This design comes from an exercise in tuning for small area on the open sky130 flow, not from production work.
The RTL was checked by simulation tests, not by an equivalence proof against the original design.

==> module uart_rx, before the edit <==
module uart_rx (
    input        clk,
    input        rst_n,
    input        rx,
    input  [2:0] sel,        
    output       wbit,
    output       valid,      
    output       shift_en    
);
    localparam [3:0] STOP  = 4'b0000,
                     VALID = 4'b0001,   
                     IDLE  = 4'b0011,
                     START = 4'b0111;   
    reg [3:0] ph;
    reg       ta;
    reg [2:0] tb;
    reg [4:0] tc;
    reg [7:0] rx_shift;
    wire idle  = ~ph[3] & ~ph[2] & ph[0];    
    wire start = ~ph[3] & ph[2];
    wire stop  = ~ph[3] & ~ph[0] & ~ph[2];
    wire term  = ta & (&tb) & (&tc);
    assign valid    = (ph == VALID);
    assign shift_en = ph[3] & term;
    assign wbit     = rx_shift[sel];
    always @(posedge clk or negedge rst_n) begin
        if (!rst_n)
            ph <= IDLE;
        else if (idle)
            ph <= rx ? IDLE : START;
        else if (term) begin
            if (start)
                ph <= rx ? IDLE : ph + 4'd1;
            else if (stop)
                ph <= rx ? VALID : IDLE;
            else
                ph <= ph + 4'd1;
        end
    end
    always @(posedge clk) begin
        if (idle) begin
            ta <= 1'b0;
            tb <= 3'b111;
            tc <= 5'b11111;
        end else begin
            ta <= ~ta;
            tb <= {tb[1:0], tb[2] ^ tb[1]};
            tc <= {tc[3:0], tc[4] ^ tc[2]};
        end
        if (shift_en)
            rx_shift <= {rx, rx_shift[7:1]};
    end
endmodule
==> module uart_tx, before the edit <==
module uart_tx (
    input        clk,
    input        rst_n,
    input        start,      
    input        cap,        
    input        din,
    output [2:0] bsel,
    output reg   frame,
    output reg   tx
);
    reg       ta;
    reg [2:0] tb;
    reg [4:0] tc;
    reg [3:0] ph;            
    reg       nb;
    wire tick = frame & ta & (&tb) & (&tc);
    assign bsel = ph[2:0];
    always @(posedge clk) begin
        if (!frame) begin
            ta <= 1'b0;
            tb <= 3'b011;
            tc <= 5'b01111;
            ph <= 4'd15;
        end else begin
            ta <= ~ta;
            tb <= {tb[1:0], tb[2] ^ tb[1]};
            tc <= {tc[3:0], tc[4] ^ tc[2]};
            if (tick)
                ph <= ph + 4'd1;
        end
        if (cap)
            nb <= din;
    end
    always @(posedge clk or negedge rst_n) begin
        if (!rst_n) begin
            frame <= 1'b0;
            tx    <= 1'b1;
        end else begin
            if (start)
                frame <= 1'b1;
            else if (tick && ph == 4'd9)
                frame <= 1'b0;
            if (tick)
                tx <= ph[3] ? ~ph[2] : nb;
        end
    end
endmodule
==> module uart_string_loopback, before the edit <==
module uart_string_loopback (
    input  wire clk,
    input  wire rst_n,
    input  wire rx,
    output wire tx
);
reg  [255:0] ring;
reg  [7:0]   cnt;
reg  [4:0]   write_ptr;
reg  [4:0]   read_ptr;
reg          acc;            
wire       wbit, valid, shift_en, frame;
wire [2:0] bsel;
function [4:0] nxt(input [4:0] p);
    nxt = {p[3:0], p[4] ^ p[2] ^ (p[3:0] == 4'd0)};
endfunction
wire [4:0] wp_next = nxt(write_ptr);
wire full   = wp_next == read_ptr;
wire empty  = write_ptr == read_ptr;
wire start  = ~frame & ~empty;
wire wen    = acc & (cnt[7:3] == write_ptr);
wire din    = wen ? wbit : ring[255];
wire cap    = cnt == {read_ptr, bsel};
uart_rx uart_rx_inst (
    .clk(clk),
    .rst_n(rst_n),
    .rx(rx),
    .sel(cnt[2:0]),
    .wbit(wbit),
    .valid(valid),
    .shift_en(shift_en)
);
uart_tx uart_tx_inst (
    .clk(clk),
    .rst_n(rst_n),
    .start(start),
    .cap(cap),
    .din(din),
    .bsel(bsel),
    .frame(frame),
    .tx(tx)
);
always @(posedge clk) begin
    ring <= {ring[254:0], din};
    cnt  <= {cnt[6:0], cnt[7] ^ cnt[5] ^ cnt[4] ^ cnt[3] ^ (cnt[6:0] == 7'd0)};
    if (valid && !full)
        acc <= 1'b1;
    else if (shift_en)
        acc <= 1'b0;
end
always @(posedge clk or negedge rst_n) begin
    if (!rst_n) begin
        write_ptr <= 5'd0;
        read_ptr  <= 5'd0;
    end else begin
        if (valid && !full)
            write_ptr <= wp_next;
        if (start)
            read_ptr <= nxt(read_ptr);
    end
end
endmodule
Settings: LEC_CHECK=0, CAP_MARGIN=20, CORE_MARGIN=2, CORE_UTILIZATION=40, SLEW_MARGIN=20; clock period 20.0 ns.
run.sh (not shown) runs the stock make flow with config.mk's settings and CLKGATE_MAP_FILE= SYNTH_SCRIPT=/design/flow/synth_recipe.tcl, a recipe that flattens the netlist after the stock synthesis.
The starting point completed with no timing, DRC or antenna violations.
Next try:
--- a/flow/design.v
+++ b/flow/design.v
@@ -12,14 +12,12 @@
                      IDLE  = 4'b0011,
                      START = 4'b0111;   
     reg [3:0] ph;
-    reg       ta;
-    reg [2:0] tb;
-    reg [4:0] tc;
+    reg [8:0] counter;       
     reg [7:0] rx_shift;
     wire idle  = ~ph[3] & ~ph[2] & ph[0];    
     wire start = ~ph[3] & ph[2];
     wire stop  = ~ph[3] & ~ph[0] & ~ph[2];
-    wire term  = ta & (&tb) & (&tc);
+    wire term  = (counter == 9'd433);
     assign valid    = (ph == VALID);
     assign shift_en = ph[3] & term;
     assign wbit     = rx_shift[sel];
@@ -38,15 +36,12 @@
         end
     end
     always @(posedge clk) begin
-        if (idle) begin
-            ta <= 1'b0;
-            tb <= 3'b111;
-            tc <= 5'b11111;
-        end else begin
-            ta <= ~ta;
-            tb <= {tb[1:0], tb[2] ^ tb[1]};
-            tc <= {tc[3:0], tc[4] ^ tc[2]};
-        end
+        if (idle)
+            counter <= 9'd216;
+        else if (term)
+            counter <= 9'd0;
+        else
+            counter <= counter + 9'd1;
         if (shift_en)
             rx_shift <= {rx, rx_shift[7:1]};
     end
@@ -61,23 +56,17 @@
     output reg   frame,
     output reg   tx
 );
-    reg       ta;
-    reg [2:0] tb;
-    reg [4:0] tc;
+    reg [8:0] bc;
     reg [3:0] ph;            
     reg       nb;
-    wire tick = frame & ta & (&tb) & (&tc);
+    wire tick = frame & (bc == 9'd433);
     assign bsel = ph[2:0];
     always @(posedge clk) begin
-        if (!frame) begin
-            ta <= 1'b0;
-            tb <= 3'b011;
-            tc <= 5'b01111;
+        if (start) begin
+            bc <= 9'd432;
             ph <= 4'd15;
         end else begin
-            ta <= ~ta;
-            tb <= {tb[1:0], tb[2] ^ tb[1]};
-            tc <= {tc[3:0], tc[4] ^ tc[2]};
+            bc <= (bc == 9'd433) ? 9'd0 : bc + 9'd1;
             if (tick)
                 ph <= ph + 4'd1;
         end
@@ -111,11 +100,7 @@
 reg          acc;            
 wire       wbit, valid, shift_en, frame;
 wire [2:0] bsel;
-function [4:0] nxt(input [4:0] p);
-    nxt = {p[3:0], p[4] ^ p[2] ^ (p[3:0] == 4'd0)};
-endfunction
-wire [4:0] wp_next = nxt(write_ptr);
-wire full   = wp_next == read_ptr;
+wire full   = (write_ptr + 5'd1) == read_ptr;
 wire empty  = write_ptr == read_ptr;
 wire start  = ~frame & ~empty;
 wire wen    = acc & (cnt[7:3] == write_ptr);
@@ -142,21 +127,21 @@
 );
 always @(posedge clk) begin
     ring <= {ring[254:0], din};
-    cnt  <= {cnt[6:0], cnt[7] ^ cnt[5] ^ cnt[4] ^ cnt[3] ^ (cnt[6:0] == 7'd0)};
-    if (valid && !full)
-        acc <= 1'b1;
-    else if (shift_en)
-        acc <= 1'b0;
+    cnt  <= cnt + 8'd1;
 end
 always @(posedge clk or negedge rst_n) begin
     if (!rst_n) begin
         write_ptr <= 5'd0;
         read_ptr  <= 5'd0;
+        acc       <= 1'b0;
     end else begin
-        if (valid && !full)
-            write_ptr <= wp_next;
+        if (valid && !full) begin
+            write_ptr <= write_ptr + 5'd1;
+            acc       <= 1'b1;
+        end else if (shift_en)
+            acc <= 1'b0;
         if (start)
-            read_ptr <= nxt(read_ptr);
+            read_ptr <= read_ptr + 5'd1;
     end
 end
 endmodule
Routed wire length climbs by 8.0%.
First-iteration DRC count drops by about 37%.
Via count climbs by 5.6%.
Flip-flop and latch count stays the same.
Fmax is about the same.
Count of clock-buffer cells in the layout drops by 3.

-- re-timing with driven ports --
The results above use ideal ports. As a check the final layouts listed here were re-extracted and re-timed, cells and wires unchanged.
Step 1 (the two cells are an assumption about what drives the block):
set clk [get_ports {clk}]
set_driving_cell -lib_cell sky130_fd_sc_hd__clkbuf_16 $clk
set_driving_cell -lib_cell sky130_fd_sc_hd__buf_2 [delete_from_list [all_inputs] $clk]
Step 2 times the ports against the registers' clock, not the clock port: input delays grow and output delays shrink by t, the midpoint of the rising clock arrivals with the driver on.
Three values: ideal, step 1, step 2; two values: the first two.
run | t (ns) | setup WS [ns] | cell pins on the clock port's net
the first run | 0.542 | 14.422 / 14.383 / 14.751 | 1
the second run | 0.562 | 14.419 / 14.377 / 14.821 | 1
After both steps setup and hold are still met in every run listed.
